Background: an optimization exercise with open tools, aiming at small area and a short achievable clock period. Do not read the settings as production practice.
Where RTL was checked, it was by simulation tests only, not by an equivalence proof against the original.
Power and IR drop assume default switching activity.

Setup of run A:
## pipelined_fpadder
module pipelined_fpadder (a,b,sub,rm,s,clk,clrn,e);  
	input clk, clrn;  
	input [31:0] a, b;  
	input [1:0] rm;  
	input sub;  
	input e;  
	output [31:0] s;  
	wire a_is_nan, a_is_inf, a_sign, a_op_sub, a_small_sticky;
	wire [7:0] a_exp;
	wire [22:0] a_large_frac;
	wire [25:0] a_small_win;
	fadd_align alignment (a,b,sub,a_is_nan,a_is_inf,a_sign,a_exp,a_op_sub,
	a_large_frac,a_small_win,a_small_sticky);
	wire c_is_nan, c_is_inf, c_sign, c_op_sub, c_small_sticky;
	wire [7:0] c_exp;
	wire c_valid;
	wire [1:0] c_rm;
	wire [22:0] c_large_frac;
	wire [25:0] c_small_win;
	reg_align_cal reg_ac (rm,a_is_nan,a_is_inf,a_sign,a_exp,a_op_sub,
	a_large_frac,a_small_win,a_small_sticky,clk,clrn,e,
	c_rm,c_is_nan,c_is_inf,c_sign,c_exp,c_op_sub,c_large_frac,c_small_win,
	c_small_sticky,c_valid);
	wire [23:0] c_frac;
	wire [1:0] c_grs;
	wire [7:0] c_exp0;
	fadd_cal calculation (c_op_sub,c_exp,c_large_frac,c_small_win,
	c_small_sticky,c_valid,c_frac,c_grs,c_exp0);
	wire [23:0] n_frac;
	wire [1:0] n_grs;
	wire [7:0] n_exp;
	wire [1:0] n_rm;
	wire n_is_nan, n_is_inf, n_sign;
  ...
==> flow/config.mk <==
export PLATFORM = sky130hd
export DESIGN_NAME = pipelined_fpadder
export DESIGN_NICKNAME = pipelined_fpadder
export VERILOG_FILES = /design/flow/design.v
export SDC_FILE = /design/flow/constraint.sdc
export NUM_CORES = 4
export LEC_CHECK = 0
export ABC_AREA = 1
export CAP_MARGIN = 20
export CORE_MARGIN = 2
export CORE_UTILIZATION = 40
export SETUP_SLACK_MARGIN = 5
export SLEW_MARGIN = 20
export SYNTH_HIERARCHICAL = 1
==> flow/constraint.sdc <==
create_clock -name core_clock -period 10.0 [get_ports {clk}]
set_input_delay 2.0000 -clock core_clock [delete_from_list [all_inputs] [get_ports {clk}]]
set_output_delay 2.0000 -clock core_clock [all_outputs]
set_load 0.01 [all_outputs]
standard.sh (not shown) runs the stock make flow with config.mk's settings and CLKGATE_MAP_FILE= SYNTH_SCRIPT=/design/flow/synth_recipe.tcl, a recipe that flattens the netlist after the stock synthesis.
==> flow/flow/run.sh <==
#!/bin/bash
# The standard layout (standard.sh, its own synthesis script and
# registers), with two changes to how the layout is made:
# - plain buffers on the ports in place of the delay cells buffer_ports picks
#   by default (every port still gets its buffer);
# - no full/half adder cells in synthesis (ADDER_MAP_FILE empty), so abc maps
#   the arithmetic as plain logic and can restructure it.
set -euo pipefail
export BUFFER_PORTS_ARGS="-buffer_cell sky130_fd_sc_hd__buf_2"
bash standard.sh ADDER_MAP_FILE= finish > standard_make.log 2>&1
Here is what was changed in the inputs of run B compared with run A.
- removing SETUP_SLACK_MARGIN (formerly 5)
--- a/flow/flow/run.sh
+++ b/flow/flow/run.sh
@@ -7 +7,2 @@
-#   the arithmetic as plain logic and can restructure it.
+#   the arithmetic as plain logic and can restructure it;
+# - timing repair aims at 5.5 ns of setup slack.
@@ -10 +11 @@
-bash standard.sh ADDER_MAP_FILE= finish > standard_make.log 2>&1
+bash standard.sh ADDER_MAP_FILE= SETUP_SLACK_MARGIN=5.5 finish > standard_make.log 2>&1
### Flow results
Fraction of power consumed by combinational cells ended up 4.9 points higher on run B than on run A.
The sequential portion of the cell area in run B was lower than what run A gave.
Run B -> run A: portion of the post-synthesis area used by sequential elements delta 0, exact match
As far as average size of a mapped cell goes, run A and run B are indistinguishable; the numbers are identical.
Going from run A to run B, time the final worst path needs with I/O delays and setup went down 0.34 ns; count of buffers not belonging to the clock network in the layout went up about 100%; maximum clock skew at final layout held; via count went up 1,001.
Of run A and run B, the run reporting the higher critical path data required time was run B.
Reported for run A and run B, detailed-placement wirelength estimate turned out identical to the last digit.
Sort run A and run B by share of cells above drive strength 1 asc -> top: run A
The inputs of run C differ from those of run B as listed below.
- SETUP_SLACK_MARGIN newly set to 4.5
--- a/flow/flow/run.sh
+++ b/flow/flow/run.sh
@@ -7,2 +7 @@
-#   the arithmetic as plain logic and can restructure it;
-# - timing repair aims at 5.5 ns of setup slack.
+#   the arithmetic as plain logic and can restructure it.
@@ -11 +10 @@
-bash standard.sh ADDER_MAP_FILE= SETUP_SLACK_MARGIN=5.5 finish > standard_make.log 2>&1
+bash standard.sh ADDER_MAP_FILE= finish > standard_make.log 2>&1
==> comparison <==
- Maximum VDD drop (run C over run B): decrease, 11%
- NOTE total power run B->run C decreased by more than 10%
- From run B to run C the numbers moved as follows: peak fanout along the critical path now larger, total met2 wirelength after detailed routing now sits lower, post-layout worst setup margin dropped 0.64 ns, sequential share of layout area saw an increase.
- Diff run C..run B | number of different library cells in the post-synthesis netlist | unchanged
- The lower switching power of run C and run B is in run C.
- Total detailed-routing wirelength ended up 11% lower on run C than on run B.
- NOTE total power divided by cell area run B->run C decreased by a few percent
[inputs] run D vs run C
- SETUP_SLACK_MARGIN: 4.5 -> unset
--- a/flow/flow/run.sh
+++ b/flow/flow/run.sh
@@ -7 +7,2 @@
-#   the arithmetic as plain logic and can restructure it.
+#   the arithmetic as plain logic and can restructure it;
+# - timing repair aims at 6 ns of setup slack.
@@ -10 +11 @@
-bash standard.sh ADDER_MAP_FILE= finish > standard_make.log 2>&1
+bash standard.sh ADDER_MAP_FILE= SETUP_SLACK_MARGIN=6 finish > standard_make.log 2>&1
Findings:
The routed wire length in run D is 1.3 times that in run C. Fraction of met1 tracks used by global routing sits higher in run D than in run C. Relative to run C, worst-case vdd ir drop has increased by 36% in run D.
Input changes introduced in run E (baseline for comparison: run D):
- SETUP_SLACK_MARGIN: unset -> 4.5
==> flow/flow/run.sh <==
#!/bin/bash
# The standard layout, with plain buffers on the ports in place of the
# delay cells buffer_ports picks by default. Every port still gets a buffer.
set -euo pipefail
export BUFFER_PORTS_ARGS="-buffer_cell sky130_fd_sc_hd__buf_2"
bash standard.sh finish > standard_make.log 2>&1
==> results.txt <==
- In run E the final-stage net count turned out about 15% lower than in run D.
- Looking at core outline area, run E sits about 2.4% lower than run D does.
- Run comparison: run D top routing layer in use met5; run E top routing layer in use met4
- Compared with run D, run E shows a share of the cycle needed by the critical path after routing that is 7.7 points higher.
- For run E, the worst setup path startpoint was b[27], unlike run D, where it was reg_ac.c_op_sub$_DFFE_PP_.

---

pipelined_fpadder, a different RTL version from the one above (not shown whole).
Size in the first run: about 1800 cells after synthesis.
## pipelined_fpadder
module pipelined_fpadder (a,b,sub,rm,s,clk,clrn,e);  
	input clk, clrn;  
	input [31:0] a, b;  
	input [1:0] rm;  
	input sub;  
	input e;  
	output [31:0] s;  
	localparam J = 3;  
	wire a_is_nan, a_is_inf, a_sign, a_op_sub, a_small_sticky;
	wire [7:0] a_exp;
	wire [22:0] a_large_frac;
	wire [25:0] a_small_win;
	wire [J-1:0] a_shift_lo;
	fadd_align #(J) alignment (a,b,sub,a_is_nan,a_is_inf,a_sign,a_exp,a_op_sub,
	a_large_frac,a_small_win,a_small_sticky,a_shift_lo);
	wire c_is_nan, c_is_inf, c_sign, c_op_sub, c_small_sticky;
	wire [7:0] c_exp;
	wire [1:0] c_rm;
	wire [22:0] c_large_frac;
	wire [25:0] c_small_win;
	wire [J-1:0] c_shift_lo;
	reg_align_cal #(J) reg_ac (rm,a_is_nan,a_is_inf,a_sign,a_exp,a_op_sub,
	a_large_frac,a_small_win,a_small_sticky,a_shift_lo,clk,clrn,e,
	c_rm,c_is_nan,c_is_inf,c_sign,c_exp,c_op_sub,c_large_frac,c_small_win,
	c_small_sticky,c_shift_lo);
	wire [23:0] c_frac;
	wire [1:0] c_grs;
	wire [7:0] c_exp0;
	fadd_cal #(J) calculation (c_op_sub,c_exp,c_large_frac,c_small_win,
	c_small_sticky,c_shift_lo,c_frac,c_grs,c_exp0);
	wire [23:0] n_frac;
	wire [1:0] n_grs;
	wire [7:0] n_exp;
	wire [1:0] n_rm;
	wire n_is_nan, n_is_inf, n_sign;
	reg_cal_norm reg_cn (c_rm,c_is_nan,c_is_inf,c_sign,c_exp0,c_frac,c_grs,
	clk,clrn,e,n_rm,n_is_nan,n_is_inf,n_sign,n_exp,n_frac,n_grs);
	fadd_norm normalization (n_rm,n_is_nan,n_is_inf,n_sign,n_exp,n_frac,n_grs,s);
endmodule
Settings: LEC_CHECK=0, ABC_AREA=0, CAP_MARGIN=20, CORE_MARGIN=2, CORE_UTILIZATION=40, SETUP_SLACK_MARGIN=3.5, SLEW_MARGIN=20; clock period 10.0 ns.
run.sh (not shown) runs the stock make flow with config.mk's settings and CLKGATE_MAP_FILE= SYNTH_SCRIPT=/design/flow/synth_recipe.tcl, a recipe that flattens the netlist after the stock synthesis.
Stock flow here: none of the scripts above is used.
==> next run, changes <==
--- a/flow/config.mk
+++ b/flow/config.mk
@@ -8 +8 @@
-export ABC_AREA = 0
+export ABC_AREA = 1
@@ -12 +12 @@
-export SETUP_SLACK_MARGIN = 3.5
+export SETUP_SLACK_MARGIN = 4
The new run ran to the end with no violations.
Clock skew hardly moves.
Non-clock buffer count increases by 19.
Worst hold slack improved by 0.0071 ns.
Sequential share of layout area increases by 1.2 points.
==> next run, changes <==
--- a/flow/config.mk
+++ b/flow/config.mk
@@ -13,0 +14 @@
+export SYNTH_HIERARCHICAL = 1
The new run went through all stages and came out clean.
Power went up by about a fifth.
Die area went up by roughly a tenth.
First-iteration DRC count went down by about a fifth.
Routed wire length went up by a few percent.
Utilization went down by 2.7 points.

---

The RTL this note starts from:
==> flow/design.v <==
`timescale 1ns / 1ps
module fadd_align (a,b,sub,s_is_nan,s_is_inf,sign,temp_exp,
op_sub,large_frac23,small_win,small_sticky);
	input [31:0] a,b;
	input sub;
	output s_is_nan, s_is_inf, sign, op_sub;
	output [7:0] temp_exp;
	output [22:0] large_frac23;
	output [25:0] small_win;      
	output small_sticky;          
	wire [7:0] ea = a[30:23], eb = b[30:23];
	wire a_ff = &ea, b_ff = &eb;
	wire a_f0 = ~|a[22:0], b_f0 = ~|b[22:0];
	wire a_inf = a_ff & a_f0, b_inf = b_ff & b_f0;
	wire a_nan = a_ff & ~a_f0, b_nan = b_ff & ~b_f0;
	assign op_sub = sub ^ a[31] ^ b[31];
	assign s_is_inf = a_inf | b_inf;
	assign s_is_nan = a_nan | b_nan | (op_sub & a_inf & b_inf);
	wire pay_b = b[21:0] > a[21:0];
	wire exchange = (b[30:22] > a[30:22]) | (b[30:22] == a[30:22]) & pay_b;
	wire x = s_is_nan ? pay_b : exchange;
	wire [30:0] fp_large = x ? b[30:0] : a[30:0];
	wire [30:0] fp_small = x ? a[30:0] : b[30:0];
	assign sign = x ? sub ^ b[31] : a[31];
	assign temp_exp = s_is_nan ? 8'd1 : fp_large[30:23];
	assign large_frac23 = fp_large[22:0];
	wire [23:0] small24 = s_is_nan ? 24'h0 : {|fp_small[30:23], fp_small[22:0]};
	wire [7:0] fa = {ea[7:1], ea[0] | ~|ea};
	wire [7:0] fb = {eb[7:1], eb[0] | ~|eb};
	wire [8:0] d1 = {1'b0, fa} - {1'b0, fb};
	wire [7:0] d2 = fb - fa;
	wire [7:0] d = d1[8] ? d2 : d1[7:0];
	wire sat = |d[7:5] | d[4] & d[3] & (d[2] | d[1]);
	wire [49:0] y = {small24, 26'h0} >> d[4:0];
	assign small_win = sat ? 26'h0 : y[49:24];
	wire [23:0] below;
	genvar i;
	generate
		for (i = 0; i < 24; i = i + 1) begin : stk
			assign below[i] = d[4:0] > i + 2;
		end
	endgenerate
	assign small_sticky = sat ? |small24 : |(small24 & below);
endmodule
`timescale 1ns / 1ps
module reg_align_cal (a_rm,a_is_nan,a_is_inf,a_sign,a_exp,
a_op_sub,a_large_frac,a_small_win,a_small_sticky,clk,clrn,e,
c_rm,c_is_nan,c_is_inf,c_sign,c_exp,c_op_sub,c_large_frac,c_small_win,
c_small_sticky);  
	input [25:0] a_small_win;
	input [22:0] a_large_frac;
	input [7:0] a_exp;
	input [1:0] a_rm;
	input a_is_nan, a_is_inf, a_sign, a_op_sub, a_small_sticky;
	input e;  
	input clk, clrn;  
	output reg [25:0] c_small_win;
	output reg [22:0] c_large_frac;
	output reg [7:0] c_exp;
	output reg [1:0] c_rm;
	output reg c_is_nan,c_is_inf,c_sign,c_op_sub,c_small_sticky;
	always @ (posedge clk or negedge clrn) begin
		if (!clrn) begin
			c_rm <= 0;
			c_is_nan <= 0;
			c_is_inf <= 0;
			c_sign <= 0;
			c_exp <= 0;
			c_op_sub <= 0;
			c_large_frac <= 0;
			c_small_win <= 0;
			c_small_sticky <= 0;
		end else if (e) begin
			c_rm <= a_rm;
			c_is_nan <= a_is_nan;
			c_is_inf <= a_is_inf;
			c_sign <= a_sign;
			c_exp <= a_exp;
			c_op_sub <= a_op_sub;
			c_large_frac <= a_large_frac;
			c_small_win <= a_small_win;
			c_small_sticky <= a_small_sticky;
		end
	end
endmodule
`timescale 1ns / 1ps
module fadd_cal (op_sub,temp_exp,large_frac23,small_win,
small_sticky,frac,grs,exp0);
	input op_sub;
	input [7:0] temp_exp;
	input [22:0] large_frac23;
	input [25:0] small_win;
	input small_sticky;
	output [23:0] frac;     
	output [1:0] grs;       
	output [7:0] exp0;      
	wire [26:0] small27 = {small_win, small_sticky};
	wire [27:0] large28 = {1'b0, |temp_exp, large_frac23, 3'b000};
	wire [27:0] cal = op_sub ? large28 - {1'b0, small27} : large28 + {1'b0, small27};
	wire [7:0] ee = {temp_exp[7:1], temp_exp[0] | ~|temp_exp};
	wire [27:0] marker = (ee <= 8'd27) ? (28'h8000000 >> ee) : 28'h0;
	wire [27:0] m = cal | marker;
	reg [4:0] sh;
	integer i;
	always @* begin
		sh = 5'd0;
		for (i = 0; i < 28; i = i + 1)
			if (m[i]) sh = 5'd27 - i;
	end
	wire [27:0] nrm = cal << sh;
	assign frac = nrm[27:4];
	assign grs = {nrm[3], |nrm[2:1]};
	wire [7:0] e1 = temp_exp + 8'd1;
	wire [5:0] lo = {1'b0, e1[4:0]} - {1'b0, sh};
	wire [2:0] hi_m1 = e1[7:5] - 3'd1;
	assign exp0 = {lo[5] ? hi_m1 : e1[7:5], lo[4:0]};
endmodule
`timescale 1ns / 1ps
module reg_cal_norm (c_rm,c_is_nan,c_is_inf,c_sign,c_exp,c_frac,c_grs,
clk,clrn,e,n_rm,n_is_nan,n_is_inf,n_sign,n_exp,n_frac,n_grs);  
	input [23:0] c_frac;
	input [1:0] c_grs;
	input [7:0] c_exp;
	input [1:0] c_rm;
	input c_is_nan, c_is_inf, c_sign;
	input e;  
	input clk, clrn;  
	output reg [23:0] n_frac;
	output reg [1:0] n_grs;
	output reg [7:0] n_exp;
	output reg [1:0] n_rm;
	output reg n_is_nan,n_is_inf,n_sign;
	always @ (posedge clk or negedge clrn) begin
		if (!clrn) begin
			n_rm <= 0;
			n_is_nan <= 0;
			n_is_inf <= 0;
			n_sign <= 0;
			n_exp <= 0;
			n_frac <= 0;
			n_grs <= 0;
		end else if (e) begin
			n_rm <= c_rm;
			n_is_nan <= c_is_nan;
			n_is_inf <= c_is_inf;
			n_sign <= c_sign;
			n_exp <= c_exp;
			n_frac <= c_frac;
			n_grs <= c_grs;
		end
	end
endmodule
`timescale 1ns / 1ps
module fadd_norm (rm,is_nan,is_inf,sign,exp0,frac,grs,s);
	input [1:0] rm;
	input is_nan, is_inf, sign;
	input [7:0] exp0;
	input [23:0] frac;
	input [1:0] grs;
	output [31:0] s;
	wire g = grs[1], st = grs[0];
	wire frac_plus_1 =
		~rm[1] & ~rm[0] & g & (st | frac[0]) |
		~rm[1] &  rm[0] & (g | st) & sign |
		 rm[1] & ~rm[0] & (g | st) & ~sign;
	wire [31:0] pa [0:5];
	assign pa[0] = {9'h0, frac[22:0]};
	genvar l, i;
	generate
		for (l = 0; l < 5; l = l + 1) begin : lv
			for (i = 0; i < 32; i = i + 1) begin : nd
				if ((i >> l) & 1) begin : c
					assign pa[l+1][i] = pa[l][i] & pa[l][((i >> l) << l) - 1];
				end else begin : p
					assign pa[l+1][i] = pa[l][i];
				end
			end
		end
	endgenerate
	wire [22:0] ones = pa[5][22:0];
	wire [22:0] fr_inc = frac[22:0] ^ ({ones[21:0], 1'b1} & {23{frac_plus_1}});
	wire carry = frac_plus_1 & ones[22];
	wire e_ff = &exp0;
	wire e_fe = &exp0[7:1] & ~exp0[0];
	wire [7:0] eo;   
	assign eo[0] = 1'b1;
	generate
		for (i = 1; i < 8; i = i + 1) begin : eon
			assign eo[i] = &exp0[i-1:0];
		end
	endgenerate
	wire [7:0] exp_inc = exp0 ^ (eo & {8{carry}});
	wire [7:0] exponent = frac[23] ? exp_inc : 8'h00;
	wire overflow = frac[23] & (e_ff | e_fe & carry);
	wire to_max = rm[1] & rm[0] | ~rm[1] & rm[0] & ~sign | rm[1] & ~rm[0] & sign;
	assign s = is_nan   ? {1'b1, 8'hff, 1'b1, fr_inc[21:0]} :
	           overflow ? (to_max ? {sign, 8'hfe, 23'h7fffff} : {sign, 8'hff, 23'h0}) :
	           is_inf   ? {sign, 8'hff, 23'h0} :
	                      {sign, exponent, fr_inc};
endmodule
`timescale 1ns / 1ps
module pipelined_fpadder (a,b,sub,rm,s,clk,clrn,e);  
	input clk, clrn;  
	input [31:0] a, b;  
	input [1:0] rm;  
	input sub;  
	input e;  
	output [31:0] s;  
	wire a_is_nan, a_is_inf, a_sign, a_op_sub, a_small_sticky;
	wire [7:0] a_exp;
	wire [22:0] a_large_frac;
	wire [25:0] a_small_win;
	fadd_align alignment (a,b,sub,a_is_nan,a_is_inf,a_sign,a_exp,a_op_sub,
	a_large_frac,a_small_win,a_small_sticky);
	wire c_is_nan, c_is_inf, c_sign, c_op_sub, c_small_sticky;
	wire [7:0] c_exp;
	wire [1:0] c_rm;
	wire [22:0] c_large_frac;
	wire [25:0] c_small_win;
	reg_align_cal reg_ac (rm,a_is_nan,a_is_inf,a_sign,a_exp,a_op_sub,
	a_large_frac,a_small_win,a_small_sticky,clk,clrn,e,
	c_rm,c_is_nan,c_is_inf,c_sign,c_exp,c_op_sub,c_large_frac,c_small_win,
	c_small_sticky);
	wire [23:0] c_frac;
	wire [1:0] c_grs;
	wire [7:0] c_exp0;
	fadd_cal calculation (c_op_sub,c_exp,c_large_frac,c_small_win,
	c_small_sticky,c_frac,c_grs,c_exp0);
	wire [23:0] n_frac;
	wire [1:0] n_grs;
	wire [7:0] n_exp;
	wire [1:0] n_rm;
	wire n_is_nan, n_is_inf, n_sign;
	reg_cal_norm reg_cn (c_rm,c_is_nan,c_is_inf,c_sign,c_exp0,c_frac,c_grs,
	clk,clrn,e,n_rm,n_is_nan,n_is_inf,n_sign,n_exp,n_frac,n_grs);
	fadd_norm normalization (n_rm,n_is_nan,n_is_inf,n_sign,n_exp,n_frac,n_grs,s);
endmodule
Settings: LEC_CHECK=0, ABC_AREA=1, CAP_MARGIN=20, CORE_MARGIN=2, CORE_UTILIZATION=40, SETUP_SLACK_MARGIN=4.5, SLEW_MARGIN=20, SYNTH_HIERARCHICAL=1; clock period 10.0 ns.
standard.sh (not shown) runs the stock make flow with config.mk's settings and CLKGATE_MAP_FILE= SYNTH_SCRIPT=/design/flow/synth_recipe.tcl, a recipe that flattens the netlist after the stock synthesis.
==> flow/flow/run.sh <==
#!/bin/bash
# The standard layout, with plain buffers on the ports in place of the
# delay cells buffer_ports picks by default. Every port still gets a buffer.
set -euo pipefail
export BUFFER_PORTS_ARGS="-buffer_cell sky130_fd_sc_hd__buf_2"
bash standard.sh finish > standard_make.log 2>&1
The starting point went through all stages and came out clean.
Edit:
==> flow/run.sh (new file) <==
#!/bin/bash
# synth_recipe.tcl (not shown) runs the flow's synth.tcl, then flattens the netlist and writes it again
# the make line also repeats each setting of config.mk as NAME=value (left out here)
make -C /OpenROAD-flow-scripts/flow DESIGN_CONFIG=/design/flow/config.mk WORK_HOME=/design/flow/orfs CLKGATE_MAP_FILE= SYNTH_SCRIPT=/design/flow/synth_recipe.tcl finish
Settings changed: SETUP_SLACK_MARGIN 4.5 to 5.
removed: flow/flow/run.sh
removed: flow/standard.sh
Effect:
- total power increases by roughly a tenth
- sequential share of layout area fell by 1.7 points
- wire length rose by a little under a tenth
- setup slack is better by 310 ps
- combinational power is higher by about a fifth
- via count is higher by a few percent
- maximum frequency increases by a few percent
- global-route usage rose by 2.3 points
No run of this note included a check of the RTL's function; only the layout flow was run.

==> static timing again, ports no longer ideal <==
The results above use ideal ports. As a check the final layouts listed here were re-extracted and re-timed, cells and wires unchanged. Step 1 assumes that a clkbuf_16 drives the clock port and a buf_2 every other input. Step 2, shift: input delay + t, output delay - t, t = (earliest + latest rising clock arrival at the registers) / 2. This alone moves slack from input paths to output paths. Slacks: no drivers / after step 1 / after step 2; pairs: no drivers / after step 1.
run	t (ns)	slack for setup (ns)	worst setup path after step 2	latest minus earliest clock arrival (ns)	cell pins on the clock port's net
run A	0.415	5.229 / 5.258 / 4.842	input to register	0.025 / 0.025	1
run B	0.420	5.567 / 5.567 / 5.196	input to register	0.024 / 0.024	1
run C	0.420	4.925 / 4.940 / 4.526	input to register	0.024 / 0.024	1
run D	0.398	5.530 / 5.530 / 5.144	input to register	0.019 / 0.019	1
run E	0.409	4.764 / 4.791 / 4.381	input to register	0.015 / 0.015	1
the first run of note 2	0.415	3.614 / 3.645 / 3.229	input to register	0.013 / 0.013	1
the second run of note 2	0.424	3.936 / 3.883 / 3.860	input to register	0.016 / 0.016	1
the third run of note 2	0.422	4.360 / 4.360 / 3.969	input to register	0.017 / 0.016	1
the first run of note 3	0.402	4.641 / 4.668 / 4.266	input to register	0.010 / 0.010	1
the second run of note 3	0.400	4.951 / 4.956 / 4.555	input to register	0.015 / 0.015	1
After both steps setup and hold are still met in every run listed. The setup slack of run C, which loses most, moves by +0.015 ns with the drivers and by -0.399 ns with both steps.
